Background: an optimization exercise with open tools, aiming at small area. Do not read the settings as production practice. RTL that was checked went through simulation tests only; none was proved equivalent to the original. The RTL of runs 1 and 2 was laid out without a check of its function. Power figures rest on the tool's default switching activity, not on a simulated workload.

==> flow/design.v <==
module sd_card_controller(
  input i_clk,
  input i_rst,
  input [31:0] i_addr,
  input [7:0] i_controlreg,
  input [7:0] i_data,
  output [7:0] o_statusreg,
  output o_write_statusreg,
  output [7:0] o_data,
  output [31:0] o_addr,
  output o_wr_nrd,
  output o_req,
  input i_SD_DAT0_DO,
  output o_SD_DAT3_nCS,
  output o_SD_DAT3_nCS_oe,
  output o_SD_CMD_DI,
  output o_SD_CMD_DI_oe,
  output o_SD_CLK,
  input i_SD_WP_N
);
  reg r_sclk;
  reg [6:0] r_div;
  reg r_mode;                  
  wire w_tick = !r_sclk && (r_mode ? !r_div[0] : (&r_div[6:2] && r_div[0]));
  always @(posedge i_clk) begin
    if (i_rst) begin
      r_sclk <= 1'b0;
      r_div <= 7'd0;
    end
    else if (r_mode) begin
      r_div[0] <= ~r_div[0];
      if (!r_div[0]) r_sclk <= ~r_sclk;
    end
    else if (&r_div[6:2] && r_div[0]) begin
      r_div <= 7'd1;
      r_sclk <= ~r_sclk;
    end
    else r_div <= r_div + 7'd1;
  end
  assign o_SD_CLK = r_sclk;
  assign o_req = 1'b1;
  localparam S_DELAY = 4'd0, S_XACT = 4'd1, S_RSP = 4'd2, S_SETCLK = 4'd3, S_INITDONE = 4'd4,
             S_IDLE = 4'd5, S_ACCEPT = 4'd6, S_RDATA = 4'd7, S_RTAIL = 4'd8, S_WSTART = 4'd9,
             S_WDATA = 4'd10, S_WTAIL = 4'd11, S_BUSY = 4'd12, S_FIN = 4'd13, S_STALL = 4'd14;
  reg [3:0] r_st;
  reg [11:0] r_cnt;
  reg [7:0] r_sr;           
  reg [31:0] r_a;           
  reg [7:0] r_data;
  reg r_rd_flag, r_wr_flag;
  reg r_drive, r_cs, r_wr_nrd;
  reg r_op;                 
  reg [1:0] r_ic;           
  wire w_r3 = !r_mode && (r_ic == 2'd3);
  wire w_det = w_r3 ? !r_a[31] : !r_sr[7];
  wire w_err = w_r3 ? |r_a[30:24] : 1'b1;
  wire w_idle = w_err && r_sr[0];                        
  wire w_fatal = w_err && !r_sr[0] && |r_sr[6:1];        
  reg [5:0] w_idx;
  always @(*) begin
    if (r_mode) w_idx = r_op ? 6'd24 : 6'd17;
    else case (r_ic)
      2'd0: w_idx = 6'd0;
      2'd1: w_idx = 6'd55;
      2'd2: w_idx = 6'd41;
      default: w_idx = 6'd58;
    endcase
  end
  wire [7:0] w_hdr = {2'b01, w_idx};
  wire [7:0] w_trl = 8'h95;
  reg w_frame;
  always @(*) begin
    case (r_cnt[5:3])
      3'd1: w_frame = w_hdr[~r_cnt[2:0]];
      3'd2, 3'd3, 3'd4, 3'd5: w_frame = r_a[31] & r_mode;
      3'd6: w_frame = w_trl[~r_cnt[2:0]];
      default: w_frame = 1'b1;
    endcase
  end
  wire w_wline = (r_st == S_WDATA) || (r_st == S_WTAIL);
  assign o_SD_CMD_DI = (r_st == S_XACT) ? w_frame : w_wline ? r_sr[7] : 1'b1;
  assign o_SD_CMD_DI_oe = r_drive;
  assign o_SD_DAT3_nCS = r_cs;
  assign o_SD_DAT3_nCS_oe = r_drive;
  wire w_inop = r_mode && (r_st != S_IDLE) && (r_st != S_INITDONE);
  wire w_flag = r_op ? r_wr_flag : r_rd_flag;
  wire w_all1 = &r_cnt[11:3];
  wire w_dp = (r_st == S_RDATA) || (r_st == S_WDATA);
  wire w_flag_or = w_flag || !w_all1;
  wire [8:0] w_oaddr = w_dp ? (r_cnt[11:3] & {9{w_flag_or}}) : {9{(r_st == S_RTAIL) || (w_inop && w_flag)}};
  assign o_statusreg = {7'd0, w_inop && !r_op && r_rd_flag};
  assign o_write_statusreg = (r_st == S_FIN) && r_cnt[0];
  assign o_data = r_data;
  assign o_addr = {23'd0, w_oaddr};
  assign o_wr_nrd = r_wr_nrd;
  wire w_go_rd = (i_controlreg == 8'd1);
  wire w_go_wr = (i_controlreg == 8'd2);
  always @(posedge i_clk) begin
    if (i_rst) begin
      r_st <= S_DELAY;
      r_cnt <= 12'd0;
      r_data <= 8'd0;
      r_rd_flag <= 1'b0;
      r_wr_flag <= 1'b0;
      r_drive <= 1'b0;
      r_wr_nrd <= 1'b0;
      r_ic <= 2'd0;
      r_mode <= 1'b0;
    end
    else if (w_tick) begin
      r_cnt <= r_cnt + 12'd1;
      r_sr <= {r_sr[6:0], w_wline | i_SD_DAT0_DO};
      if (!r_mode && r_st != S_DELAY && r_cnt[5:0] == 6'd4) r_cs <= 1'b1;
      case (r_st)
        S_DELAY: begin
          r_drive <= 1'b1;
          if (!r_cnt[6]) r_cs <= 1'b1;
          else if (r_cnt[3] && r_cnt[2]) r_cs <= 1'b0;        
          if (r_cnt[6] && r_cnt[4] && r_cnt[3] && r_cnt[2]) begin    
            r_cnt <= 12'd5;
            r_st <= S_XACT;
          end
        end
        S_XACT: begin
          r_drive <= 1'b1;
          if (r_cnt[5:0] == 6'd5) begin
            r_a <= i_addr;
            r_cs <= 1'b0;
          end
          if (r_cnt[5] || r_cnt[4]) r_a <= {r_a[30:0], r_sr[7]};
          if (r_cnt[5] && r_cnt[4] && r_cnt[2] && r_cnt[1] && r_cnt[0]) r_st <= S_RSP;    
        end
        S_RSP: begin
          r_cnt <= 12'd2;
          r_a <= {r_a[30:0], r_sr[7]};
          if (w_det) begin
            if (!r_mode) begin
              if (w_fatal) r_st <= S_STALL;
              else case (r_ic)
                2'd0: begin r_ic <= 2'd1; r_st <= S_XACT; end
                2'd1: begin r_ic <= 2'd2; r_st <= S_XACT; end
                2'd2: begin r_ic <= w_idle ? 2'd1 : 2'd3; r_st <= S_XACT; end
                default: r_st <= w_idle ? S_STALL : S_SETCLK;
              endcase
            end
            else if (w_idle || w_fatal) r_st <= S_STALL;
            else r_st <= r_op ? S_WSTART : S_ACCEPT;
          end
        end
        S_SETCLK: begin
          if (r_cnt[2] && r_cnt[0]) begin
            r_mode <= 1'b1;
            r_st <= S_INITDONE;
          end
        end
        S_INITDONE: begin
          r_drive <= 1'b0;
          r_cs <= 1'b0;
          r_st <= S_IDLE;
        end
        S_IDLE: begin
          r_cnt <= 12'd3;
          r_op <= !w_go_rd;
          if (w_go_rd || w_go_wr) r_st <= S_XACT;
        end
        S_ACCEPT: begin
          if (r_cnt[2:0] == 3'd1) begin
            if (r_sr == 8'hFE) begin
              r_cnt <= 12'd4088;
              r_st <= S_RDATA;
            end
            else if (r_sr[7:5] == 3'b000) r_st <= S_STALL;
          end
        end
        S_RDATA: begin
          r_wr_nrd <= 1'b0;
          if (r_cnt[2:0] == 3'd7) begin
            r_data <= r_sr;
            r_wr_nrd <= 1'b1;
            if (r_cnt[11:3] == 9'd510) r_st <= S_RTAIL;
          end
        end
        S_RTAIL: begin
          r_wr_nrd <= 1'b0;
          if (!r_cnt[11] && r_cnt[3] && r_cnt[0]) begin    
            r_rd_flag <= 1'b1;
            r_st <= S_FIN;
          end
        end
        S_WSTART: begin
          if (r_cnt[2:0] == 3'd0) begin
            r_sr <= 8'hFE;
            r_cnt <= 12'd4089;
            r_st <= S_WDATA;
          end
        end
        S_WDATA: begin
          if (r_cnt[2:0] == 3'd7 && r_cnt[11:3] == 9'd510) r_wr_flag <= 1'b1;    
          if (r_cnt[2:0] == 3'd0) begin
            r_sr <= i_data;
            if (w_all1) r_st <= S_WTAIL;
          end
        end
        S_WTAIL: begin
          if (!r_cnt[11] && r_cnt[4] && r_cnt[3] && r_cnt[1]) r_st <= S_BUSY;    
        end
        S_BUSY: begin
          r_cnt <= 12'd10;
          if (i_SD_DAT0_DO) r_st <= S_FIN;
        end
        S_FIN: begin
          if (r_cnt[0]) begin
            r_drive <= 1'b0;
            r_st <= S_IDLE;
          end
        end
        default: ;   
      endcase
    end
  end
endmodule
==> flow/flow/run.sh <==
#!/bin/bash
# Layout: the standard ORFS flow (standard.sh, standard synthesis unchanged) with two
# changes: port buffers use the smallest buffer cell, and the clock tree is built from
# clkbuf_8 without dummy loads. Each ORFS step keeps its full log under orfs/logs/;
# make's own output goes to orfs_make.log.
set -euo pipefail
bash standard.sh \
  "BUFFER_PORTS_ARGS=-buffer_cell sky130_fd_sc_hd__buf_1" \
  "CTS_ARGS=-sink_clustering_enable -repair_clock_nets -buf_list sky130_fd_sc_hd__clkbuf_8 -dont_use_dummy_load" \
  finish > orfs_make.log 2>&1
==> flow/standard.sh <==
#!/bin/bash
# synth_recipe.tcl (not shown) runs the flow's synth.tcl, then flattens the netlist and writes it again
# the make line also repeats each setting of config.mk as NAME=value (left out here)
make -C /OpenROAD-flow-scripts/flow DESIGN_CONFIG=/design/flow/config.mk WORK_HOME=/design/flow/orfs CLKGATE_MAP_FILE= SYNTH_SCRIPT=/design/flow/synth_recipe.tcl "${@:-finish}"
==> flow/config.mk <==
export PLATFORM = sky130hd
export DESIGN_NAME = sd_card_controller
export DESIGN_NICKNAME = sd_card_controller
export VERILOG_FILES = /design/flow/design.v
export SDC_FILE = /design/flow/constraint.sdc
export NUM_CORES = 4
export LEC_CHECK = 0
export CAP_MARGIN = 20
export CORE_MARGIN = 2
export CORE_UTILIZATION = 40
export SLEW_MARGIN = 20
==> flow/constraint.sdc <==
create_clock -name core_clock -period 10.0 [get_ports {i_clk}]
set_input_delay 2.0000 -clock core_clock [delete_from_list [all_inputs] [get_ports {i_clk}]]
set_output_delay 2.0000 -clock core_clock [all_outputs]
set_load 0.01 [all_outputs]
==> qor.log, run 1 <==
qor: status.status complete, no violations
qor: min_path.min_path_type register to register
qor: clocking.htreeDepth 3
qor: grt.grt_pass1_wl 20.11 mm
qor: worst_setup_path.critical_path.endpoint_type output pin
qor: pwr.power_density 103.7 nW/um2
qor: clocking.postCtsSetupRepairBufs 0
qor: placed_design.hpwlAfterDp 9.027 mm
qor: synth.average_instance_area_after_synthesis 9.358 um2
qor: synth.yosys.cell_types.count 66
qor: grt.grt_max_degree 39
qor: routing.drcViolationCount 0
qor: final_layout.antennaDiodeCount 0
qor: floorplanning.placeableCoreArea 12,570 um2
qor: routing.routed_via_density 5.679
qor: routing.vias 4,384
qor: floorplanning.die-area 13,720 um2
qor: final_layout.finish.net_count 664
qor: clocking.cts_max_path_buffers 2
qor: pwr.power.share.sequential 61.7%
qor: synth.postSynthRegisterBits 81
qor: pwr.total_leakage_power 1.933 nW
qor: floorplanning.floorplan.initialDensity 40.73%
qor: synth.synth_edf_count 42
qor: routing.routedWlPerCell 16.55 um
qor: pwr.power.share.clock 33.3%
qor: synth.synth_area 5119 um2
qor: sta.rsz0062_at_grt false
qor: worst_setup_path.critical_path_class register to output pin
qor: clocking.tritoncts yes
qor: routing.routed_wl 12.78 mm
qor: sta.fin_clk_skew 18.42 ps
qor: floorplanning.fp-row-count 41
qor: routing.number_of_drc_markers_in_iteration_0 428
qor: grt.globalRouteOverflowTotal 0
qor: sta.worst_slew_pin_slew 998.8 ps
qor: worst_setup_path.critPathLaunchType register
qor: placed_design.buffer_ports.inserted 75
qor: clocking.clock_tree.root_cell sky130_fd_sc_hd__clkbuf_8
qor: synth.ys_async_sr_fraction 0%
qor: placed_design.placement.setup.worst_slack 5393 ps
qor: sta.slew-limit-headroom 33.27%
qor: sta.setup_ws 4933 ps
qor: sta.timing_max_transition_violations_final 0
qor: sta.setup_viol_count_final 0
qor: synth.synth.yosys.warnings 1
qor: synth.synthesis.instances 547
qor: pwr.power_switching_share 22.24%
qor: routing.first_pass_iters 5
qor: worst_setup_path.critical_path.max_fanout 25
qor: pwr.internal_power 0.0004427 W
qor: floorplanning.die_width 117.1 um
qor: worst_setup_path.crit_required 8000 ps
qor: clocking.cts.hold.buffers_added 0
qor: grt.first_global_vias 3,986
qor: worst_setup_path.critPathArrivalTime 3070 ps
qor: synth.dominantRegCellSynth sky130_fd_sc_hd__edfxtp_1
qor: grt.antenna_violations_before_repair 0
qor: pwr.power.net_switching 0.0001266 W
qor: sta.fmax 197.3 MHz
qor: sta.period_needed 5067 ps
qor: floorplanning.design.portCount 108
qor: grt.grt_usage 19.10%
qor: flow_run.max-cap-violations 0
qor: clocking.cts.reportedPaths.clkPinSlew 70 ps
qor: sta.totalNegativeSetupSlack 0 ps
qor: clocking.cts_made_buffers 9
qor: clocking.clock_insertion_delay_worst_skew 370 ps
qor: clocking.cts_num_sinks 81
qor: final_layout.syn2layout_area_growth 7.260%
qor: clocking.ctsResizeCount 0
qor: routing.ant_nets 0
qor: sta.layout_worst_path_cycle_share 50.67%
qor: synth.synth-seq-area-share 39.89%
qor: final_layout.finalCoreUtilization 43.68%
qor: final_layout.drive_gt1_share 9.500%
qor: sta.timing.final.hold_violations 0
qor: placed_design.gp_congestion 0.9461
qor: pwr.combPwrFrac 4.9%
qor: floorplanning.chipHeight 117.1 um
qor: worst_setup_path.regToRegSetupSlack 6940 ps
qor: pwr.peakVddDrop 0.00006701 V
## final timing paths
| kind | to | from | depth (start not counted) |
|---|---|---|---|
| setup / recovery | o_addr[1] | r_st[0]$_SDFFE_PP0P_ | 7 |
| hold / removal | r_wr_nrd$_SDFFE_PP0P_ | r_wr_nrd$_SDFFE_PP0P_ | 2 |
| setup reg to reg | r_a[5]$_DFFE_PP_ | r_mode$_SDFFE_PP0P_ | 5 |
| hold reg to reg | r_wr_nrd$_SDFFE_PP0P_ | r_wr_nrd$_SDFFE_PP0P_ | 2 |
## through the flow
stage | cells | hold WS, ps | instance area [um2] | power [W]
2_1_floorplan | 576 | 434.6 | 5228 | 0.0003864
3_3_place_gp | 763 | 448.9 | 5366 | 0.0003865
3_5_place_dp | 763 | 451.5 | 5366 | 0.0003872
4_1_cts | 772 | 462.0 | 5490 | 0.0005774
5_1_grt | 772 | 480.0 | 5490 | 0.0005930
6_report | 772 | 456.6 | 5490 | 0.0005693
## registers in the layout, indices dropped and copies added (netlist names), 2 cells and up
register	count
r_ic	2
r_cnt	12
r_data	8
r_sr	8
r_a	32
r_div	7
r_st	4
## layer usage
metal	GRT usage [%]	up-vias	share of wire, %	routed length, um
met5	0	-	0	0
li1	-	2059	-	-
met2	29.71	211	47	5960
met3	3.553	35	6.9	876
met1	25.43	2079	43	5507
met4	9.804	0	3.4	432
## Yosys cell counts (4+ instances only)
| cell | instances | area [um2] |
|---|---|---|
| sky130_fd_sc_hd__a22oi_1 | 7 | 52.55 |
| sky130_fd_sc_hd__mux2i_1 | 13 | 130.1 |
| sky130_fd_sc_hd__o21ai_0 | 26 | 130.1 |
| sky130_fd_sc_hd__a21oi_1 | 40 | 200.2 |
| sky130_fd_sc_hd__buf_4 | 35 | 262.8 |
| sky130_fd_sc_hd__ha_1 | 10 | 125.1 |
| sky130_fd_sc_hd__o41ai_1 | 4 | 35.03 |
| sky130_fd_sc_hd__nor4_1 | 6 | 37.54 |
| sky130_fd_sc_hd__edfxtp_1 | 42 | 1261 |
| sky130_fd_sc_hd__nand4_1 | 4 | 25.02 |
| sky130_fd_sc_hd__nor2_1 | 52 | 195.2 |
| sky130_fd_sc_hd__nor2b_1 | 16 | 100.1 |
| sky130_fd_sc_hd__xor2_1 | 4 | 35.03 |
| sky130_fd_sc_hd__mux2_2 | 33 | 371.6 |
| sky130_fd_sc_hd__dfxtp_1 | 39 | 780.8 |
| sky130_fd_sc_hd__a31oi_1 | 4 | 25.02 |
| sky130_fd_sc_hd__clkbuf_1 | 10 | 37.54 |
| sky130_fd_sc_hd__and3_1 | 4 | 25.02 |
| sky130_fd_sc_hd__nor3_1 | 11 | 55.05 |
| sky130_fd_sc_hd__o211ai_1 | 7 | 52.55 |
| sky130_fd_sc_hd__o31ai_1 | 8 | 60.06 |
| sky130_fd_sc_hd__a21o_1 | 13 | 97.59 |
| sky130_fd_sc_hd__nand2b_1 | 13 | 81.33 |
| sky130_fd_sc_hd__buf_2 | 16 | 80.08 |
| sky130_fd_sc_hd__o22a_1 | 8 | 70.07 |
| sky130_fd_sc_hd__nand3_1 | 14 | 70.07 |
| sky130_fd_sc_hd__nand2_1 | 37 | 138.9 |
| sky130_fd_sc_hd__nand3b_1 | 4 | 30.03 |
| sky130_fd_sc_hd__xnor2_1 | 4 | 35.03 |
| sky130_fd_sc_hd__inv_1 | 7 | 26.28 |
## power groups by stage
stage | clock network (W) | registers (W) | logic [W]
global route | 0.000209 | 0.000352 | 0.0000327
finish | 0.000190 | 0.000351 | 0.0000282
global placement | 0 | 0.000359 | 0.0000276
detailed placement | 0 | 0.000359 | 0.0000282
CTS | 0.000198 | 0.000351 | 0.0000284
floorplan | 0 | 0.000358 | 0.0000281
## worst max-delay path, stage by stage (launching register included)
cell                       delay (ps)
sky130_fd_sc_hd__dfxtp_1          900
sky130_fd_sc_hd__clkinv_1         540
sky130_fd_sc_hd__nand2_1          290
sky130_fd_sc_hd__nor2_1           140
sky130_fd_sc_hd__a21oi_1          130
sky130_fd_sc_hd__and3_1           410
sky130_fd_sc_hd__a21o_1           140
sky130_fd_sc_hd__buf_1            150
## placed cells by master (no fill, tap or decap), types with 11 or more instances in the layout
cell type                  netlist  final
sky130_fd_sc_hd__dfxtp_1        39     39
sky130_fd_sc_hd__o21ai_0        26     26
sky130_fd_sc_hd__mux2_2         33     33
sky130_fd_sc_hd__a21o_1         13     13
sky130_fd_sc_hd__nor3_1         11     11
sky130_fd_sc_hd__nor2_1         52     52
sky130_fd_sc_hd__nand2_1        37     37
sky130_fd_sc_hd__nand3_1        14     14
sky130_fd_sc_hd__conb_1          2     31
sky130_fd_sc_hd__buf_1           2     75
sky130_fd_sc_hd__nor2b_1        16     16
sky130_fd_sc_hd__mux2i_1        13     13
sky130_fd_sc_hd__a21oi_1        40     39
sky130_fd_sc_hd__nand2b_1       13     13
sky130_fd_sc_hd__edfxtp_1       42     42
## final cells by class
| class | instances | area, um2 |
|---|---|---|
| fillers | 1244 | 7078 |
| repair buffers | 79 | 311.5 |
| flip-flops and latches | 81 | 2042 |
| clock buffers | 9 | 123.9 |
| well taps | 172 | 215.2 |
| multi-input cells | 422 | 2764 |
| inverters | 9 | 33.78 |
## kinds of logic after synthesis
kind of cell | count (synthesis) | synth area share (%)
adder cells (fa/ha/maj) | 10 | 2.444
AO/OA/AOI/OAI | 146 | 18.99
AND/OR/NAND/NOR | 180 | 18.60
buffers and inverters | 73 | 8.458
other | 2 | 0.1467
flip-flops | 81 | 39.89
XOR/XNOR | 8 | 1.369
multiplexers | 47 | 10.10
==> inputs of run 2 (changes only) <==
==> flow/flow/run.sh (replaced) <==
#!/bin/bash
# Layout: the standard ORFS flow (standard.sh, standard synthesis unchanged) with two
# changes: port buffers use the smallest buffer cell, and the clock tree is built from
# clkbuf_16 without dummy loads. Each ORFS step keeps its full log under orfs/logs/;
# make's own output goes to orfs_make.log.
set -euo pipefail
bash standard.sh \
  "BUFFER_PORTS_ARGS=-buffer_cell sky130_fd_sc_hd__buf_1" \
  "CTS_ARGS=-sink_clustering_enable -repair_clock_nets -buf_list sky130_fd_sc_hd__clkbuf_16 -dont_use_dummy_load" \
  finish > orfs_make.log 2>&1
==> qor.log, run 2 <==
qor: worst_setup_path.worstSetupPathDepth 7 [unchanged]
qor: pwr.power.net_switching 0.0001367 W [+8.0%]
qor: floorplanning.die_width 117.1 um [unchanged]
qor: synth.ys_async_sr_fraction 0% [unchanged]
qor: min_path.whs_endpoint r_wr_nrd$_SDFFE_PP0P_
qor: pwr.peakVddDrop 0.00008028 V [+20%]
qor: clocking.cts.hold.buffers_added 0 [unchanged]
qor: worst_setup_path.regToRegSetupSlack 6930 ps [about the same]
qor: placed_design.buffer_ports.inserted 75 [unchanged]
qor: worst_setup_path.ff2ff_path_depth 5 [unchanged]
qor: synth.yosys.cell_types.count 66 [unchanged]
qor: grt.grt_busiest_layer met2
qor: clocking.htreeDepth 3 [unchanged]
qor: pwr.power.share.sequential 53.5% [-8.2 points]
qor: grt.grt_max_degree 39 [unchanged]
qor: sta.totalNegativeSetupSlack 0 ps [unchanged]
qor: grt.global_route.usage.met1 25.27% [-0.16 points]
qor: worst_setup_path.cp_slowest_stage_delay 910 ps [about the same]
qor: routing.first_pass_iters 5 [unchanged]
qor: final_layout.nFillCells 1,228 [-1.3%]
qor: worst_setup_path.critPathLaunchType register
qor: routing.number_of_drc_markers_in_iteration_0 418 [-2.3%]
qor: pwr.power_density 117.6 nW/um2 [+13%]
qor: clocking.ctsResizeCount 0 [unchanged]
qor: worst_setup_path.crit_required 8000 ps [about the same]
qor: pwr.internal_power 0.0005208 W [+18%]
qor: final_layout.antennaDiodeCount 0 [unchanged]
qor: floorplanning.die-area 13,720 um2 [unchanged]
qor: worst_setup_path.crit_chain clkinv_1 > nand2_1 > nor2_1 > a21oi_1 > and3_1 > a21o_1 > buf_1
qor: sta.setup_viol_count_final 0 [unchanged]
qor: pwr.power.share.clock 42.2% [+8.9 points]
qor: floorplanning.chipHeight 117.1 um [unchanged]
qor: synth.synthesis.instances 547 [unchanged]
qor: clocking.cts_made_buffers 9 [unchanged]
qor: synth.yosysTopAreaCell sky130_fd_sc_hd__edfxtp_1
qor: worst_setup_path.critPathSlowestCell sky130_fd_sc_hd__dfxtp_1
qor: final_layout.drive_gt1_share 9.500% [unchanged]
qor: sta.slew-limit-headroom 33.24% [about the same]
qor: floorplanning.floorplan.initialDensity 40.73% [unchanged]
qor: floorplanning.placeableCoreArea 12,570 um2 [unchanged]
qor: clocking.cts_max_path_buffers 2 [unchanged]
qor: synth.main_combinational_cell_family_by_area_after_synthesis compound AO/OA/AOI/OAI gates
qor: synth.synth-seq-area-share 39.89% [unchanged]
qor: min_path.min-delay-start r_wr_nrd$_SDFFE_PP0P_
qor: synth.average_instance_area_after_synthesis 9.358 um2 [unchanged]
qor: synth.synth_area 5119 um2 [unchanged]
qor: placed_design.placed_cell_area 5366 um2 [unchanged]
qor: min_path.hold-path-cell-count 2 [unchanged]
qor: placed_design.dp_cells 763 [unchanged]
qor: final_layout.multi_input_comb_area 2764 um2 [unchanged]
qor: final_layout.area.sequential 2042 um2 [unchanged]
qor: routing.drcViolationCount 0 [unchanged]
qor: synth.synth_compound_area_share 18.99% [unchanged]
qor: grt.first_global_vias 3,969 [-0.43%]
qor: grt.grt_pass1_wl 20.09 mm [-0.10%]
qor: synth.dominantRegCellSynth sky130_fd_sc_hd__edfxtp_1
qor: synth.synth_edf_count 42 [unchanged]
qor: routing.routed_wl 12.76 mm [-0.16%]
qor: pwr.power_switching_share 20.80% [-1.4 points]
qor: placed_design.hpwlAfterDp 9.027 mm [unchanged]
qor: sta.timing.final.hold_violations 0 [unchanged]
qor: synth.synth_simple_gate_area_share 18.60% [unchanged]
qor: final_layout.most-common-layout-cells 75 x sky130_fd_sc_hd__buf_1, 52 x sky130_fd_sc_hd__nor2_1, 42 x sky130_fd_sc_hd__edfxtp_1, 39 x sky130_fd_sc_hd__a21oi_1, 39 x sky130_fd_sc_hd__dfxtp_1
qor: grt.grt_usage 19.05% [-0.044 points]
qor: flow_run.max-cap-violations 0 [unchanged]
qor: clocking.clock_tree.root_cell sky130_fd_sc_hd__clkbuf_16
qor: clocking.postCtsSetupRepairBufs 0 [unchanged]
qor: status.status complete, no violations
qor: synth.synth.mux.area_fraction 10.10% [unchanged]
qor: final_layout.finish.net_count 664 [unchanged]
qor: min_path.min_path_type register to register
qor: synth.synth_xor_area_share 1.369% [unchanged]
qor: worst_setup_path.critical_path.endpoint_type output pin
qor: sta.fmax 198.1 MHz [+0.38%]
qor: final_layout.syn2layout_area_growth 9.240%
qor: sta.worst_slew_pin_slew 999.2 ps [+0.4122 ps]
qor: sta.period_needed 5048 ps [-19.18 ps]
qor: grt.met2_usage 30.06% [+0.35 points]
qor: synth.synth.cells.most_frequent 52 x sky130_fd_sc_hd__nor2_1, 42 x sky130_fd_sc_hd__edfxtp_1, 40 x sky130_fd_sc_hd__a21oi_1
qor: sta.fin_clk_skew 12.83 ps [-5.588 ps]
qor: synth.synth-adder-area-share 2.444% [unchanged]
qor: final_layout.finalInstanceArea 5592 um2 [+1.8%]
qor: routing.routed_via_density 5.593 [-1.5%]
qor: worst_setup_path.timing.rr.end r_a[0]$_DFFE_PP_
qor: synth.synth.most_common_cell sky130_fd_sc_hd__nor2_1
qor: sta.timing_max_transition_violations_final 0 [unchanged]
qor: worst_setup_path.critPathArrivalTime 3050 ps [-20 ps]
qor: final_layout.finalCoreUtilization 44.49% [+0.81 points]
qor: sta.rsz0062_at_grt false
qor: final_layout.regMostFlops r_a
qor: worst_setup_path.critical_path.max_fanout 25 [unchanged]
qor: sta.layout_worst_path_cycle_share 50.48% [-0.19 points]
qor: final_layout.layout_top_registers r_a (32), r_cnt (12)
qor: final_layout.flip_flop_count_of_the_largest_register_all_copies_and_words_added 32 [unchanged]
qor: synth.postSynthRegisterBits 81 [unchanged]
qor: grt.antenna_violations_before_repair 0 [unchanged]
qor: synth.synth_area_leaders sky130_fd_sc_hd__edfxtp_1 25%, sky130_fd_sc_hd__dfxtp_1 15%, sky130_fd_sc_hd__mux2_2 7.3%, sky130_fd_sc_hd__buf_4 5.1%, sky130_fd_sc_hd__a21oi_1 3.9%
qor: synth.synth_top_cell_area_share 24.64% [unchanged]
qor: grt.globalRouteOverflowTotal 0 [unchanged]
qor: placed_design.gp_congestion 0.9461 [unchanged]
qor: floorplanning.design.portCount 108 [unchanged]
qor: final_layout.finish.cell_count_without_fillers 772 [unchanged]
qor: worst_setup_path.critical_path_class register to output pin
qor: synth.synth.yosys.warnings 1 [unchanged]
qor: sta.worst_hold_slack 454.5 ps [-2.164 ps]
qor: final_layout.layout_commonest_cell sky130_fd_sc_hd__buf_1
qor: worst_setup_path.worstPathBufferInverterCount 2 [unchanged]
qor: clocking.clock_insertion_delay_worst_skew 350 ps [-20 ps]
qor: clocking.cts_num_sinks 81 [unchanged]
qor: routing.vias 4,318 [-1.5%]
qor: clocking.tritoncts yes
qor: routing.ant_nets 0 [unchanged]
qor: pwr.combPwrFrac 4.3% [-0.6 points]
qor: worst_setup_path.r2r-start r_mode$_SDFFE_PP0P_
qor: worst_setup_path.crit_family flip-flops
qor: pwr.total_leakage_power 1.979 nW [+2.4%]
qor: floorplanning.fp-row-count 41 [unchanged]
qor: routing.routedWlPerCell 16.52 um [-0.16%]
qor: clocking.cts.reportedPaths.clkPinSlew 50 ps [-20 ps]
qor: grt.groute.layer.met3.usage 3.913% [+0.36 points]
-- run 2: cell counts after synthesis --
No cell type changed its count.
-- run 2: per-stage QoR --
stage	worst slack, ps	power, W
after global placement	5471	0.0003865
final	4952	0.0006576
after CTS	5039	0.0006650
after global routing	4670	0.0006812
after floorplan	5634	0.0003864
after detailed placement	5393	0.0003872
-- run 2: worst max-delay path by stage --
stage / start / end / slack, ps
detailed placement: r_st[0]$_SDFFE_PP0P_ / o_addr[2] / 5390
CTS: r_st[0]$_SDFFE_PP0P_ / o_addr[1] / 5040
finish: r_st[0]$_SDFFE_PP0P_ / o_addr[1] / 4950
floorplan: i_rst / r_a[0]$_DFFE_PP_ / 5630
global placement: r_st[0]$_SDFFE_PP0P_ / o_addr[2] / 5470
global route: r_st[0]$_SDFFE_PP0P_ / o_addr[2] / 4670
-- run 2: metal layers --
layer,wire (um),vias up,share of wire [%]
met4,361,0,2.8
met2,5975,186,47
li1,-,2065,-
met3,808,29,6.3
met1,5610,2038,44
met5,0,-,0
-- run 2: cell families (layout without fill, tap and decap cells) --
group / Yosys count / after routing
adder cells (fa/ha/maj): 10 / 10
multiplexers: 47 / 47
AO/OA/AOI/OAI: 146 / 146
XOR/XNOR: 8 / 8
AND/OR/NAND/NOR: 180 / 180
other: 2 / 31
buffers and inverters: 73 / 97
flip-flops: 81 / 81
-- run 2: power by group through the flow --
stage / Clock [W] / Sequential (W) / Combinational [W]
final: 0.000277 / 0.000352 / 0.0000282
after global routing: 0.000297 / 0.000352 / 0.0000327
after CTS: 0.000285 / 0.000352 / 0.0000284
after detailed placement: 0 / 0.000359 / 0.0000282
after global placement: 0 / 0.000359 / 0.0000276
after floorplan: 0 / 0.000358 / 0.0000281
-- run 2: worst min-delay path, stage by stage (launching register included) --
cell	delay [ps]
sky130_fd_sc_hd__dfxtp_1	300
sky130_fd_sc_hd__nand2_1	50
sky130_fd_sc_hd__a21oi_1	50
-- run 2: final cells by class --
cell class	count	share of cell area, %
multi-input combinational	422	49.43
sequential	81	36.52
timing repair buffer	79	5.572
clock buffer	9	4.028
tap	172	3.849
inverter	9	0.6042
==> inputs of run 3 (changes only) <==
--- a/flow/design.v
+++ b/flow/design.v
@@ -19,31 +19,20 @@
   input i_SD_WP_N
 );
   reg r_sclk;
-  reg [6:0] r_div;
+  reg r_div0, r_div6;
+  reg [4:0] r_p;
+  reg [6:0] r_c;
   reg r_mode;                  
-  wire w_tick = !r_sclk && (r_mode ? !r_div[0] : (&r_div[6:2] && r_div[0]));
-  always @(posedge i_clk) begin
-    if (i_rst) begin
-      r_sclk <= 1'b0;
-      r_div <= 7'd0;
-    end
-    else if (r_mode) begin
-      r_div[0] <= ~r_div[0];
-      if (!r_div[0]) r_sclk <= ~r_sclk;
-    end
-    else if (&r_div[6:2] && r_div[0]) begin
-      r_div <= 7'd1;
-      r_sclk <= ~r_sclk;
-    end
-    else r_div <= r_div + 7'd1;
-  end
+  wire [6:0] w_div = {r_div6, r_p, r_div0};
+  wire w_div_end = r_div6 && (&r_p[4:1]) && r_div0;     
+  wire w_tick = !r_sclk && (r_mode ? !r_div0 : w_div_end);
+  wire [11:0] r_cnt = {r_p, r_c};
   assign o_SD_CLK = r_sclk;
   assign o_req = 1'b1;
   localparam S_DELAY = 4'd0, S_XACT = 4'd1, S_RSP = 4'd2, S_SETCLK = 4'd3, S_INITDONE = 4'd4,
              S_IDLE = 4'd5, S_ACCEPT = 4'd6, S_RDATA = 4'd7, S_RTAIL = 4'd8, S_WSTART = 4'd9,
              S_WDATA = 4'd10, S_WTAIL = 4'd11, S_BUSY = 4'd12, S_FIN = 4'd13, S_STALL = 4'd14;
   reg [3:0] r_st;
-  reg [11:0] r_cnt;
   reg [7:0] r_sr;           
   reg [31:0] r_a;           
   reg [7:0] r_data;
@@ -95,10 +84,15 @@
   assign o_wr_nrd = r_wr_nrd;
   wire w_go_rd = (i_controlreg == 8'd1);
   wire w_go_wr = (i_controlreg == 8'd2);
+  reg [11:0] w_cnt_nx;
   always @(posedge i_clk) begin
     if (i_rst) begin
       r_st <= S_DELAY;
-      r_cnt <= 12'd0;
+      r_sclk <= 1'b0;
+      r_div0 <= 1'b0;
+      r_div6 <= 1'b0;
+      r_p <= 5'd0;
+      r_c <= 7'd0;
       r_data <= 8'd0;
       r_rd_flag <= 1'b0;
       r_wr_flag <= 1'b0;
@@ -107,8 +101,18 @@
       r_ic <= 2'd0;
       r_mode <= 1'b0;
     end
-    else if (w_tick) begin
-      r_cnt <= r_cnt + 12'd1;
+    else begin
+    if (r_mode) begin
+      r_div0 <= ~r_div0;
+      if (!r_div0) r_sclk <= ~r_sclk;
+    end
+    else if (w_div_end) begin
+      {r_div6, r_p, r_div0} <= 7'd1;
+      r_sclk <= ~r_sclk;
+    end
+    else {r_div6, r_p, r_div0} <= w_div + 7'd1;
+    if (w_tick) begin
+      w_cnt_nx = r_cnt + 12'd1;
       r_sr <= {r_sr[6:0], w_wline | i_SD_DAT0_DO};
       if (!r_mode && r_st != S_DELAY && r_cnt[5:0] == 6'd4) r_cs <= 1'b1;
       case (r_st)
@@ -117,7 +121,7 @@
           if (!r_cnt[6]) r_cs <= 1'b1;
           else if (r_cnt[3] && r_cnt[2]) r_cs <= 1'b0;        
           if (r_cnt[6] && r_cnt[4] && r_cnt[3] && r_cnt[2]) begin    
-            r_cnt <= 12'd5;
+            w_cnt_nx = 12'd5;
             r_st <= S_XACT;
           end
         end
@@ -131,7 +135,7 @@
           if (r_cnt[5] && r_cnt[4] && r_cnt[2] && r_cnt[1] && r_cnt[0]) r_st <= S_RSP;    
         end
         S_RSP: begin
-          r_cnt <= 12'd2;
+          w_cnt_nx = 12'd2;
           r_a <= {r_a[30:0], r_sr[7]};
           if (w_det) begin
             if (!r_mode) begin
@@ -159,14 +163,14 @@
           r_st <= S_IDLE;
         end
         S_IDLE: begin
-          r_cnt <= 12'd3;
+          w_cnt_nx = 12'd3;
           r_op <= !w_go_rd;
           if (w_go_rd || w_go_wr) r_st <= S_XACT;
         end
         S_ACCEPT: begin
           if (r_cnt[2:0] == 3'd1) begin
             if (r_sr == 8'hFE) begin
-              r_cnt <= 12'd4088;
+              w_cnt_nx = 12'd4088;
               r_st <= S_RDATA;
             end
             else if (r_sr[7:5] == 3'b000) r_st <= S_STALL;
@@ -190,7 +194,7 @@
         S_WSTART: begin
           if (r_cnt[2:0] == 3'd0) begin
             r_sr <= 8'hFE;
-            r_cnt <= 12'd4089;
+            w_cnt_nx = 12'd4089;
             r_st <= S_WDATA;
           end
         end
@@ -205,7 +209,7 @@
           if (!r_cnt[11] && r_cnt[4] && r_cnt[3] && r_cnt[1]) r_st <= S_BUSY;    
         end
         S_BUSY: begin
-          r_cnt <= 12'd10;
+          w_cnt_nx = 12'd10;
           if (i_SD_DAT0_DO) r_st <= S_FIN;
         end
         S_FIN: begin
@@ -216,6 +220,9 @@
         end
         default: ;   
       endcase
+      r_c <= w_cnt_nx[6:0];
+      if (r_mode) r_p <= w_cnt_nx[11:7];
+    end
     end
   end
 endmodule
==> flow/flow/run.sh (replaced) <==
#!/bin/bash
# Layout: the standard ORFS flow (standard.sh, standard synthesis unchanged) with two
# changes: port buffers use the smallest buffer cell, and the clock tree is built from
# clkbuf_8 without dummy loads. Each ORFS step keeps its full log under orfs/logs/;
# make's own output goes to orfs_make.log.
set -euo pipefail
bash standard.sh \
  "BUFFER_PORTS_ARGS=-buffer_cell sky130_fd_sc_hd__buf_1" \
  "CTS_ARGS=-sink_clustering_enable -repair_clock_nets -buf_list sky130_fd_sc_hd__clkbuf_8 -dont_use_dummy_load" \
  finish > orfs_make.log 2>&1
==> qor.log, run 3 <==
qor: min_path.hold-path-cell-count 2 [unchanged]
qor: synth.synth_compound_area_share 18.55% [-0.45 points]
qor: worst_setup_path.ff2ff_path_depth 6 [+1]
qor: sta.setup_viol_count_final 0 [unchanged]
qor: clocking.cts_made_buffers 9 [unchanged]
qor: worst_setup_path.worstPathBufferInverterCount 1 [-1]
qor: worst_setup_path.critPathSlowestCell sky130_fd_sc_hd__dfxtp_1
qor: final_layout.layout_commonest_cell sky130_fd_sc_hd__buf_1
qor: floorplanning.placeableCoreArea 12,160 um2 [-3.2%]
qor: floorplanning.fp-row-count 40 [-2.4%]
qor: routing.routedWlPerCell 17.34 um [+4.9%]
qor: sta.period_needed 4526 ps [-522.6 ps]
qor: clocking.cts.reportedPaths.clkPinSlew 70 ps [+20 ps]
qor: final_layout.most-common-layout-cells 75 x sky130_fd_sc_hd__buf_1, 48 x sky130_fd_sc_hd__nor2_1, 42 x sky130_fd_sc_hd__edfxtp_1, 37 x sky130_fd_sc_hd__a21oi_1
qor: status.status complete, no violations
qor: worst_setup_path.cp_slowest_stage_delay 600 ps [-310 ps]
qor: flow_run.max-cap-violations 0 [unchanged]
qor: routing.first_pass_iters 6 [+1]
qor: final_layout.flip_flop_count_of_the_largest_register_all_copies_and_words_added 32 [unchanged]
qor: synth.synth.mux.area_fraction 10.01% [-0.088 points]
qor: placed_design.buffer_ports.inserted 75 [unchanged]
qor: routing.drcViolationCount 0 [unchanged]
qor: floorplanning.floorplan.initialDensity 41.33% [+0.60 points]
qor: final_layout.finish.net_count 651 [-2.0%]
qor: min_path.min_path_type register to register
qor: worst_setup_path.crit_required 8000 ps [about the same]
qor: synth.synth-adder-area-share 2.489% [+0.045 points]
qor: sta.slew-limit-headroom 31.47% [-1.8 points]
qor: final_layout.antennaDiodeCount 0 [unchanged]
qor: clocking.clock_insertion_delay_worst_skew 360 ps [about the same]
qor: synth.synth.most_common_cell sky130_fd_sc_hd__nor2_1
qor: routing.ant_nets 0 [unchanged]
qor: clocking.postCtsSetupRepairBufs 0 [unchanged]
qor: clocking.tritoncts yes
qor: pwr.total_power 0.0005414 W [-18%]
qor: pwr.total_leakage_power 1.893 nW [-4.4%]
qor: worst_setup_path.critical_path.endpoint_type output pin
qor: clocking.cts_max_path_buffers 2 [unchanged]
qor: grt.first_global_vias 3,929 [-1.0%]
qor: synth.dominantRegCellSynth sky130_fd_sc_hd__edfxtp_1
qor: worst_setup_path.critical_path.max_fanout 13 [-48%]
qor: sta.worst_slew_pin_slew 1024 ps [+24.94 ps]
qor: sta.worst_hold_slack 487.9 ps [+33.39 ps]
qor: final_layout.syn2layout_area_growth 7.493%
qor: routing.routed_wl 13.09 mm [+2.6%]
qor: pwr.peakVddDrop 0.00007863 V [-2.1%]
qor: worst_setup_path.worstSetupPathDepth 7 [unchanged]
qor: placed_design.gp_congestion 0.9319 [-1.5%]
qor: synth.synthesis.instances 535 [-2.2%]
qor: synth.yosys.cell_types.count 71 [+7.6%]
qor: synth.synth_edf_count 42 [unchanged]
qor: routing.topRoutingLayerUsed met4
qor: synth.ys_async_sr_fraction 0% [unchanged]
qor: sta.fin_clk_skew 28.44 ps [+15.61 ps]
qor: clocking.cts.hold.buffers_added 0 [unchanged]
qor: routing.routed-wl-met3 771 um [-4.6%]
qor: sta.timing_max_transition_violations_final 0 [unchanged]
qor: pwr.power.share.sequential 61.3% [+7.8 points]
qor: final_layout.nFillCells 1,190 [-3.1%]
qor: synth.synth_xor_area_share 1.743% [+0.37 points]
qor: worst_setup_path.critical_path_class register to output pin
qor: sta.rsz0062_at_grt false
qor: floorplanning.chipHeight 116.1 um [-0.88%]
qor: synth.main_combinational_cell_family_by_area_after_synthesis simple AND/OR/NAND/NOR gates
qor: clocking.ctsResizeCount 0 [unchanged]
qor: grt.grt_usage 19.78% [+0.72 points]
qor: final_layout.layout_top_registers r_a (32), r_data (8), r_sr (8)
qor: sta.timing.final.hold_violations 0 [unchanged]
qor: floorplanning.design.portCount 108 [unchanged]
qor: routing.route.layer.met1.wl 6.125 mm [+9.2%]
qor: synth.synth_area 5026 um2 [-1.8%]
qor: synth.synth_area_leaders sky130_fd_sc_hd__edfxtp_1 25%, sky130_fd_sc_hd__dfxtp_1 14%, sky130_fd_sc_hd__mux2_2 7.6%, sky130_fd_sc_hd__buf_4 5.2%, sky130_fd_sc_hd__a21oi_1 3.7%
qor: synth.postSynthRegisterBits 76 [-6.2%]
qor: synth.synth.yosys.warnings 1 [unchanged]
qor: synth.synth_top_cell_area_share 25.09% [+0.45 points]
qor: grt.antenna_violations_before_repair 0 [unchanged]
qor: sta.totalNegativeSetupSlack 0 ps [unchanged]
qor: final_layout.regMostFlops r_a
qor: routing.routed-wl-met2 5.893 mm [-1.4%]
qor: synth.average_instance_area_after_synthesis 9.395 um2 [+0.39%]
qor: routing.number_of_drc_markers_in_iteration_0 360 [-14%]
qor: sta.layout_worst_path_cycle_share 45.26% [-5.2 points]
qor: placed_design.hpwlAfterDp 9.412 mm [+4.3%]
qor: synth.synth.cells.most_frequent 48 x sky130_fd_sc_hd__nor2_1, 42 x sky130_fd_sc_hd__edfxtp_1, 37 x sky130_fd_sc_hd__a21oi_1
qor: floorplanning.die_width 116.1 um [-0.88%]
qor: synth.synth-seq-area-share 38.64% [-1.3 points]
qor: pwr.power_density 100.2 nW/um2 [-15%]
qor: pwr.internal_power 0.0004218 W [-19%]
qor: clocking.htreeDepth 3 [unchanged]
qor: routing.vias 4,218 [-2.3%]
qor: pwr.combPwrFrac 5.1% [+0.8 points]
qor: synth.synth_simple_gate_area_share 19.67% [+1.1 points]
qor: floorplanning.die-area 13,480 um2 [-1.7%]
qor: routing.routed_via_density 5.587 [-0.12%]
qor: final_layout.drive_gt1_share 12.27% [+2.8 points]
qor: clocking.cts_num_sinks 76 [-6.2%]
qor: worst_setup_path.crit_family simple AND/OR/NAND/NOR gates
qor: pwr.power.net_switching 0.0001196 W [-13%]
qor: worst_setup_path.critPathArrivalTime 2530 ps [-520 ps]
qor: grt.grt_pass1_wl 20.60 mm [+2.5%]
qor: worst_setup_path.crit_chain nand2_1 > nor2_1 > nor4_1 > o21ai_0 > o311ai_0 > a31oi_1 > buf_1
qor: worst_setup_path.critPathLaunchType register
qor: grt.globalRouteOverflowTotal 0 [unchanged]
qor: grt.grt_max_degree 36 [-7.7%]
qor: pwr.power.share.clock 33.6% [-8.6 points]
qor: clocking.clock_tree.root_cell sky130_fd_sc_hd__clkbuf_8
qor: synth.yosysTopAreaCell sky130_fd_sc_hd__edfxtp_1
qor: pwr.power_switching_share 22.10% [+1.3 points]
qor: sta.fmax 221.0 MHz [+12%]
-- run 3: tightest hold or removal path, delay by kind of cell, from the launching register on --
family          cells  cell delay, ps
compound gates      1              50
flops               1             330
simple gates        1              70
-- run 3: final cells by class --
cell class                 instances  area (um2)  share of cell area (%)
sequential                        76        1942                   35.94
tap                              168       210.2                   3.891
clock buffer                       9       123.9                   2.293
inverter                           9       33.78                  0.6253
multi-input combinational        411        2759                   51.07
timing repair buffer              82       334.1                   6.183
-- run 3: cells by family (layout without fill, tap and decap cells) --
group           count (synthesis)  in the layout
other cells                     2             31
fa+ha+maj                      10             10
flops                          76             76
xor+xnor                       10             10
buf+inv                        77            100
mux                            46             46
compound gates                135            135
simple gates                  179            179
-- run 3: worst paths after layout --
path,from,endpoint,slack (ps)
max,r_c[4]$_SDFFE_PP0N_,o_SD_CMD_DI,5470
min,r_wr_flag$_SDFFE_PP0P_,r_wr_flag$_SDFFE_PP0P_,490
max reg2reg,r_mode$_SDFFE_PP0P_,r_a[7]$_DFFE_PP_,6470
min reg2reg,r_wr_flag$_SDFFE_PP0P_,r_wr_flag$_SDFFE_PP0P_,490
-- run 3: power by group through the flow --
stage | registers (W) | clock network, W | logic [W]
detailed placement | 0.000339 | 0 | 0.0000274
floorplan | 0.000338 | 0 | 0.0000263
finish | 0.000332 | 0.000182 | 0.0000276
CTS | 0.000332 | 0.000189 | 0.0000274
global route | 0.000332 | 0.000198 | 0.0000316
global placement | 0.000339 | 0 | 0.0000266
-- run 3: routing by layer --
layer  GRT usage, %  up-vias
met4          8.492        0
met1          27.94     2028
met2          29.94      153
met5              0        -
met3          3.425       21
li1               -     2016
-- run 3: stage by stage --
step / util (%) / setup WS, ps / instances / instance area [um2]
floorplan: - / 3439 / 564 / 5135
global placement: 43.41 / 5699 / 746 / 5279
detailed placement: 43.41 / 5714 / 746 / 5279
CTS: 44.42 / 5465 / 755 / 5403
global route: 44.42 / 5282 / 755 / 5403
finish: 44.42 / 5474 / 755 / 5403
==> inputs of run 4 (changes only) <==
--- a/flow/design.v
+++ b/flow/design.v
@@ -37,7 +37,7 @@
   reg [31:0] r_a;           
   reg [7:0] r_data;
   reg r_rd_flag, r_wr_flag;
-  reg r_drive, r_cs, r_wr_nrd;
+  reg r_cs;
   reg r_op;                 
   reg [1:0] r_ic;           
   wire w_r3 = !r_mode && (r_ic == 2'd3);
@@ -68,9 +68,11 @@
   end
   wire w_wline = (r_st == S_WDATA) || (r_st == S_WTAIL);
   assign o_SD_CMD_DI = (r_st == S_XACT) ? w_frame : w_wline ? r_sr[7] : 1'b1;
-  assign o_SD_CMD_DI_oe = r_drive;
+  wire w_drive = !((r_st == S_IDLE) || (r_st == S_DELAY && r_cnt[6:0] == 7'd40) ||
+                   (r_st == S_XACT && r_mode && r_cnt[5:0] == 6'd3));
+  assign o_SD_CMD_DI_oe = w_drive;
   assign o_SD_DAT3_nCS = r_cs;
-  assign o_SD_DAT3_nCS_oe = r_drive;
+  assign o_SD_DAT3_nCS_oe = w_drive;
   wire w_inop = r_mode && (r_st != S_IDLE) && (r_st != S_INITDONE);
   wire w_flag = r_op ? r_wr_flag : r_rd_flag;
   wire w_all1 = &r_cnt[11:3];
@@ -81,7 +83,7 @@
   assign o_write_statusreg = (r_st == S_FIN) && r_cnt[0];
   assign o_data = r_data;
   assign o_addr = {23'd0, w_oaddr};
-  assign o_wr_nrd = r_wr_nrd;
+  assign o_wr_nrd = (r_cnt[2:0] == 3'd0) && ((r_st == S_RDATA) ? !w_all1 : ((r_st == S_RTAIL) && w_all1));
   wire w_go_rd = (i_controlreg == 8'd1);
   wire w_go_wr = (i_controlreg == 8'd2);
   reg [11:0] w_cnt_nx;
@@ -92,12 +94,10 @@
       r_div0 <= 1'b0;
       r_div6 <= 1'b0;
       r_p <= 5'd0;
-      r_c <= 7'd0;
+      r_c <= 7'd40;
       r_data <= 8'd0;
       r_rd_flag <= 1'b0;
       r_wr_flag <= 1'b0;
-      r_drive <= 1'b0;
-      r_wr_nrd <= 1'b0;
       r_ic <= 2'd0;
       r_mode <= 1'b0;
     end
@@ -117,16 +117,11 @@
       if (!r_mode && r_st != S_DELAY && r_cnt[5:0] == 6'd4) r_cs <= 1'b1;
       case (r_st)
         S_DELAY: begin
-          r_drive <= 1'b1;
-          if (!r_cnt[6]) r_cs <= 1'b1;
-          else if (r_cnt[3] && r_cnt[2]) r_cs <= 1'b0;        
-          if (r_cnt[6] && r_cnt[4] && r_cnt[3] && r_cnt[2]) begin    
-            w_cnt_nx = 12'd5;
-            r_st <= S_XACT;
-          end
+          if (r_cnt[5] && !r_cnt[6]) r_cs <= 1'b1;
+          else if (r_cnt[6] && r_cnt[5] && r_cnt[4] && r_cnt[2]) r_cs <= 1'b0;    
+          if (r_cnt[6:2] == 5'd1) r_st <= S_XACT;     
         end
         S_XACT: begin
-          r_drive <= 1'b1;
           if (r_cnt[5:0] == 6'd5) begin
             r_a <= i_addr;
             r_cs <= 1'b0;
@@ -158,7 +153,6 @@
           end
         end
         S_INITDONE: begin
-          r_drive <= 1'b0;
           r_cs <= 1'b0;
           r_st <= S_IDLE;
         end
@@ -177,15 +171,12 @@
           end
         end
         S_RDATA: begin
-          r_wr_nrd <= 1'b0;
           if (r_cnt[2:0] == 3'd7) begin
             r_data <= r_sr;
-            r_wr_nrd <= 1'b1;
             if (r_cnt[11:3] == 9'd510) r_st <= S_RTAIL;
           end
         end
         S_RTAIL: begin
-          r_wr_nrd <= 1'b0;
           if (!r_cnt[11] && r_cnt[3] && r_cnt[0]) begin    
             r_rd_flag <= 1'b1;
             r_st <= S_FIN;
@@ -214,8 +205,7 @@
         end
         S_FIN: begin
           if (r_cnt[0]) begin
-            r_drive <= 1'b0;
-            r_st <= S_IDLE;
+              r_st <= S_IDLE;
           end
         end
         default: ;   
==> flow/flow/run.sh (replaced) <==
#!/bin/bash
# Layout: the standard ORFS flow (standard.sh), with three changes that leave the design's
# registers exactly as the standard synthesis makes them:
#  - synthesis is synth_recipe.tcl, but ABC maps the combinational logic with an area-oriented
#    script (flow/abc_area.script) instead of ORFS's delay-oriented one;
#  - port buffers use the smallest buffer cell (buf_1);
#  - the clock tree is built from clkbuf_8, without dummy loads.
# Each ORFS step writes its full log under orfs/logs/; make's own output goes to orfs_make.log.
set -euo pipefail
here=$(pwd)
{
  echo 'proc abc {args} {'
  echo '  set i [lsearch -exact $args -script]'
  echo '  if {$i >= 0} { set args [lreplace $args $i [expr {$i + 1}] -script $::env(AREA_ABC_SCRIPT)] }'
  echo '  yosys abc {*}$args'
  echo '}'
  cat synth_recipe.tcl
} > area_synth.tcl
export AREA_ABC_SCRIPT="$here/flow/abc_area.script"
bash standard.sh \
  "SYNTH_SCRIPT=$here/area_synth.tcl" \
  "BUFFER_PORTS_ARGS=-buffer_cell sky130_fd_sc_hd__buf_1" \
  "CTS_ARGS=-sink_clustering_enable -repair_clock_nets -buf_list sky130_fd_sc_hd__clkbuf_8 -dont_use_dummy_load" \
  finish > orfs_make.log 2>&1
==> flow/flow/abc_area.script (new file) <==
strash
dch -f
amap
topo
stime -c
dnsize -c
==> qor.log, run 4 <==
qor: sta.worst_slew_pin_slew 1036 ps [+11.55 ps]
qor: placed_design.buffer_ports.inserted 75 [unchanged]
qor: pwr.total_leakage_power 1.611 nW [-15%]
qor: routing.ant_nets 0 [unchanged]
qor: sta.timing_max_transition_violations_final 0 [unchanged]
qor: flow_run.max-cap-violations 0 [unchanged]
qor: sta.fin_clk_skew 18.22 ps [-10.22 ps]
qor: grt.first_global_vias 3,854 [-1.9%]
qor: clocking.postCtsSetupRepairBufs 0 [unchanged]
qor: grt.grt_pass1_wl 19.38 mm [-5.9%]
qor: final_layout.most-common-layout-cells 85 x sky130_fd_sc_hd__nor2_1, 75 x sky130_fd_sc_hd__buf_1, 59 x sky130_fd_sc_hd__clkinv_1, 42 x sky130_fd_sc_hd__edfxtp_1, 34 x sky130_fd_sc_hd__o22a_1
qor: final_layout.drive_gt1_share 2.538% [-9.7 points]
qor: clocking.cts_made_buffers 9 [unchanged]
qor: grt.antenna_violations_before_repair 0 [unchanged]
qor: synth.synth_area 4436 um2 [-12%]
qor: routing.routed_wl 12.18 mm [-7.0%]
qor: final_layout.finish.cell_count_without_fillers 731 [-3.2%]
qor: synth.average_instance_area_after_synthesis 8.766 um2 [-6.7%]
qor: synth.synth_edf_count 42 [unchanged]
qor: worst_setup_path.critPathArrivalTime 3130 ps [+600 ps]
qor: clocking.cts.hold.buffers_added 0 [unchanged]
qor: synth.dominantRegCellSynth sky130_fd_sc_hd__edfxtp_1
qor: final_layout.flip_flop_count_of_the_largest_register_all_copies_and_words_added 32 [unchanged]
qor: synth.synth-seq-area-share 42.88% [+4.2 points]
qor: clocking.tritoncts yes
qor: final_layout.finish.net_count 658 [+1.1%]
qor: placed_design.dp_cells 722 [-3.2%]
qor: worst_setup_path.critPathLaunchType register
qor: clocking.clock_tree.root_cell sky130_fd_sc_hd__clkbuf_8
qor: clocking.cts.reportedPaths.clkPinSlew 80 ps [about the same]
qor: pwr.total_power 0.0005300 W [-2.1%]
qor: status.status complete, no violations
qor: floorplanning.design.portCount 108 [unchanged]
qor: sta.period_needed 5134 ps [+608.0 ps]
qor: clocking.clock_insertion_delay_worst_skew 370 ps [about the same]
qor: min_path.min_path_type register to register
qor: clocking.ctsResizeCount 0 [unchanged]
qor: final_layout.syn2layout_area_growth 11.14%
qor: routing.routed_via_density 5.544 [-0.76%]
qor: synth.synth.most_common_cell sky130_fd_sc_hd__nor2_1
qor: final_layout.layout_commonest_cell sky130_fd_sc_hd__nor2_1
qor: final_layout.regMostFlops r_a
qor: placed_design.hpwlAfterDp 8.953 mm [-4.9%]
qor: synth.synthesis.instances 506 [-5.4%]
qor: placed_design.gp_congestion 0.9763 [+4.8%]
qor: worst_setup_path.crit_required 8000 ps [about the same]
qor: worst_setup_path.critical_path.max_fanout 13 [unchanged]
qor: floorplanning.floorplan.initialDensity 40.92% [-0.41 points]
qor: grt.grt_usage 21.51% [+1.7 points]
qor: clocking.htreeDepth 3 [unchanged]
qor: routing.vias 4,053 [-3.9%]
qor: sta.totalNegativeSetupSlack 0 ps [unchanged]
qor: synth.synth_area_leaders sky130_fd_sc_hd__edfxtp_1 28%, sky130_fd_sc_hd__dfxtp_1 14%, sky130_fd_sc_hd__nor2_1 7.3%, sky130_fd_sc_hd__o22a_1 6.7%, sky130_fd_sc_hd__buf_4 5.4%
qor: synth.synth.yosys.warnings 1 [unchanged]
qor: clocking.cts_num_sinks 74 [-2.6%]
qor: sta.timing.final.hold_violations 0 [unchanged]
qor: routing.drcViolationCount 0 [unchanged]
qor: pwr.power_density 107.5 nW/um2 [+7.3%]
qor: worst_setup_path.critical_path_class register to output pin
qor: final_layout.layout_top_registers r_a (32), r_data (8), r_sr (8)
qor: synth.ys_async_sr_fraction 0% [unchanged]
qor: grt.globalRouteOverflowTotal 0 [unchanged]
qor: sta.layout_worst_path_cycle_share 51.34% [+6.1 points]
qor: synth.synth_top_cell_area_share 28.43% [+3.3 points]
qor: sta.setup_viol_count_final 0 [unchanged]
qor: sta.rsz0062_at_grt false
qor: worst_setup_path.crit_chain clkinv_1 > nor2_1 > nor3_1 > a2111oi_0 > nor2_1 > o22ai_1 > nor2_1 > a31oi_1 > nand2_1 > nand2_1 > o21ai_0 > buf_1
qor: synth.yosysTopAreaCell sky130_fd_sc_hd__edfxtp_1
qor: worst_setup_path.cp_slowest_stage_delay 630 ps [+30 ps]
qor: synth.yosys.cell_types.count 41 [-42%]
qor: synth.postSynthRegisterBits 74 [-2.6%]
qor: clocking.cts_max_path_buffers 2 [unchanged]
qor: routing.routedWlPerCell 16.66 um [-3.9%]
qor: floorplanning.die_width 109.3 um [-5.8%]
qor: floorplanning.chipHeight 109.3 um [-5.8%]
qor: grt.grt_max_degree 34 [-5.6%]
qor: worst_setup_path.critPathMostFrequentCell sky130_fd_sc_hd__nor2_1
qor: routing.number_of_drc_markers_in_iteration_0 324 [-10%]
qor: pwr.peakVddDrop 0.00008160 V [+3.8%]
qor: final_layout.antennaDiodeCount 0 [unchanged]
qor: sta.fmax 194.8 MHz [-12%]
qor: synth.synth.cells.most_frequent 86 x sky130_fd_sc_hd__nor2_1, 59 x sky130_fd_sc_hd__clkinv_1, 42 x sky130_fd_sc_hd__edfxtp_1
qor: floorplanning.placeableCoreArea 10,840 um2 [-11%]
qor: sta.slew-limit-headroom 30.70% [-0.77 points]
qor: floorplanning.die-area 11,950 um2 [-11%]
qor: worst_setup_path.critical_path.endpoint_type output pin
qor: floorplanning.fp-row-count 38 [-5.0%]
qor: worst_setup_path.critPathSlowestCell sky130_fd_sc_hd__dfxtp_1
qor: routing.first_pass_iters 5 [-1]
run 4: worst paths after layout:
check                           cells after the start  slack (ps)           startpoint                  end
worst max-delay path                               12        4870  r_mode$_SDFFE_PP0P_          o_SD_CMD_DI
worst min-delay path                                2         470  r_sclk$_SDFFE_PP0P_  r_sclk$_SDFFE_PP0P_
worst max register to register                      7        5610  r_mode$_SDFFE_PP0P_    r_a[31]$_DFFE_PP_
worst min register to register                      2         470  r_sclk$_SDFFE_PP0P_  r_sclk$_SDFFE_PP0P_
run 4: logic make-up (layout without fill, tap and decap cells):
| family | Yosys count | count (layout) | synth area share, % |
|---|---|---|---|
| AOI/OAI and AO/OA | 146 | 146 | 24.94 |
| adders and majority gates | 13 | 13 | 3.667 |
| DFF | 74 | 74 | 42.88 |
| and+or+nand+nor | 180 | 180 | 17.94 |
| buffers and inverters | 91 | 147 | 10.41 |
| other | 2 | 31 | 0.1693 |
run 4: stage by stage:
stage | setup WS, ps | instance area [um2] | hold slack (ps) | util (%)
floorplan | 4295 | 4544 | 426.2 | -
global placement | 5312 | 4806 | 443.1 | 44.33
detailed placement | 5285 | 4806 | 469.4 | 44.33
CTS | 4856 | 4930 | 479.2 | 45.48
global route | 4436 | 4930 | 487.0 | 45.48
finish | 4866 | 4930 | 473.2 | 45.48
run 4: final cells by class:
| cell class | instances | area, um2 |
|---|---|---|
| Clock buffer | 9 | 123.9 |
| Fill cell | 1131 | 5911 |
| Inverter | 59 | 221.5 |
| Multi-Input combinational cell | 370 | 2196 |
| Sequential cell | 74 | 1902 |
| Tap cell | 140 | 175.2 |
| Timing Repair Buffer | 79 | 311.5 |
run 4: layer usage:
metal	vias up	global-route usage [%]	wire [um]
li1	1993	-	-
met1	1871	28.46	5605
met2	159	34.34	5434
met3	30	5.216	838
met4	0	7.776	298
met5	-	0	0
run 4: worst max-delay path, delay by kind of cell (launching register included):
family | cells | cell delay [ps]
buffers and inverters | 2 | 650
DFF | 1 | 630
AOI/OAI and AO/OA | 4 | 750
and+or+nand+nor | 6 | 730
run 4: where the power goes:
group | total (W) | switching, W | internal (W)
sequential | 0.000321 | 0.00000194 | 0.000319
clock | 0.000187 | 0.000107 | 0.0000804
combinational | 0.0000218 | 0.0000137 | 0.00000814

==> static timing again, ports no longer ideal <==
No port has a modelled driver above. Below, the same layouts with a new extraction and two added sets of constraints.
Step 1 sets driving cells, clkbuf_16 on the clock port and buf_2 on the other inputs (assumed; they add their load-dependent delay and slew).
Step 2, shift: input delay + t, output delay - t, t = (earliest + latest rising clock arrival at the registers) / 2. This alone moves slack from input paths to output paths.
Three values: ideal, step 1, step 2; two values: the first two.
run | t, ns | slack for setup (ns) | worst data-port slew with drivers (ns)
run 1 | 0.397 | 4.933 / 4.899 / 5.296 | 0.04
run 2 | 0.379 | 4.952 / 4.913 / 5.291 | 0.04
run 3 | 0.385 | 5.474 / 5.437 / 5.717 | 0.05
run 4 | 0.400 | 4.866 / 4.831 / 5.231 | 0.04
After both steps setup and hold are still met in every run listed.
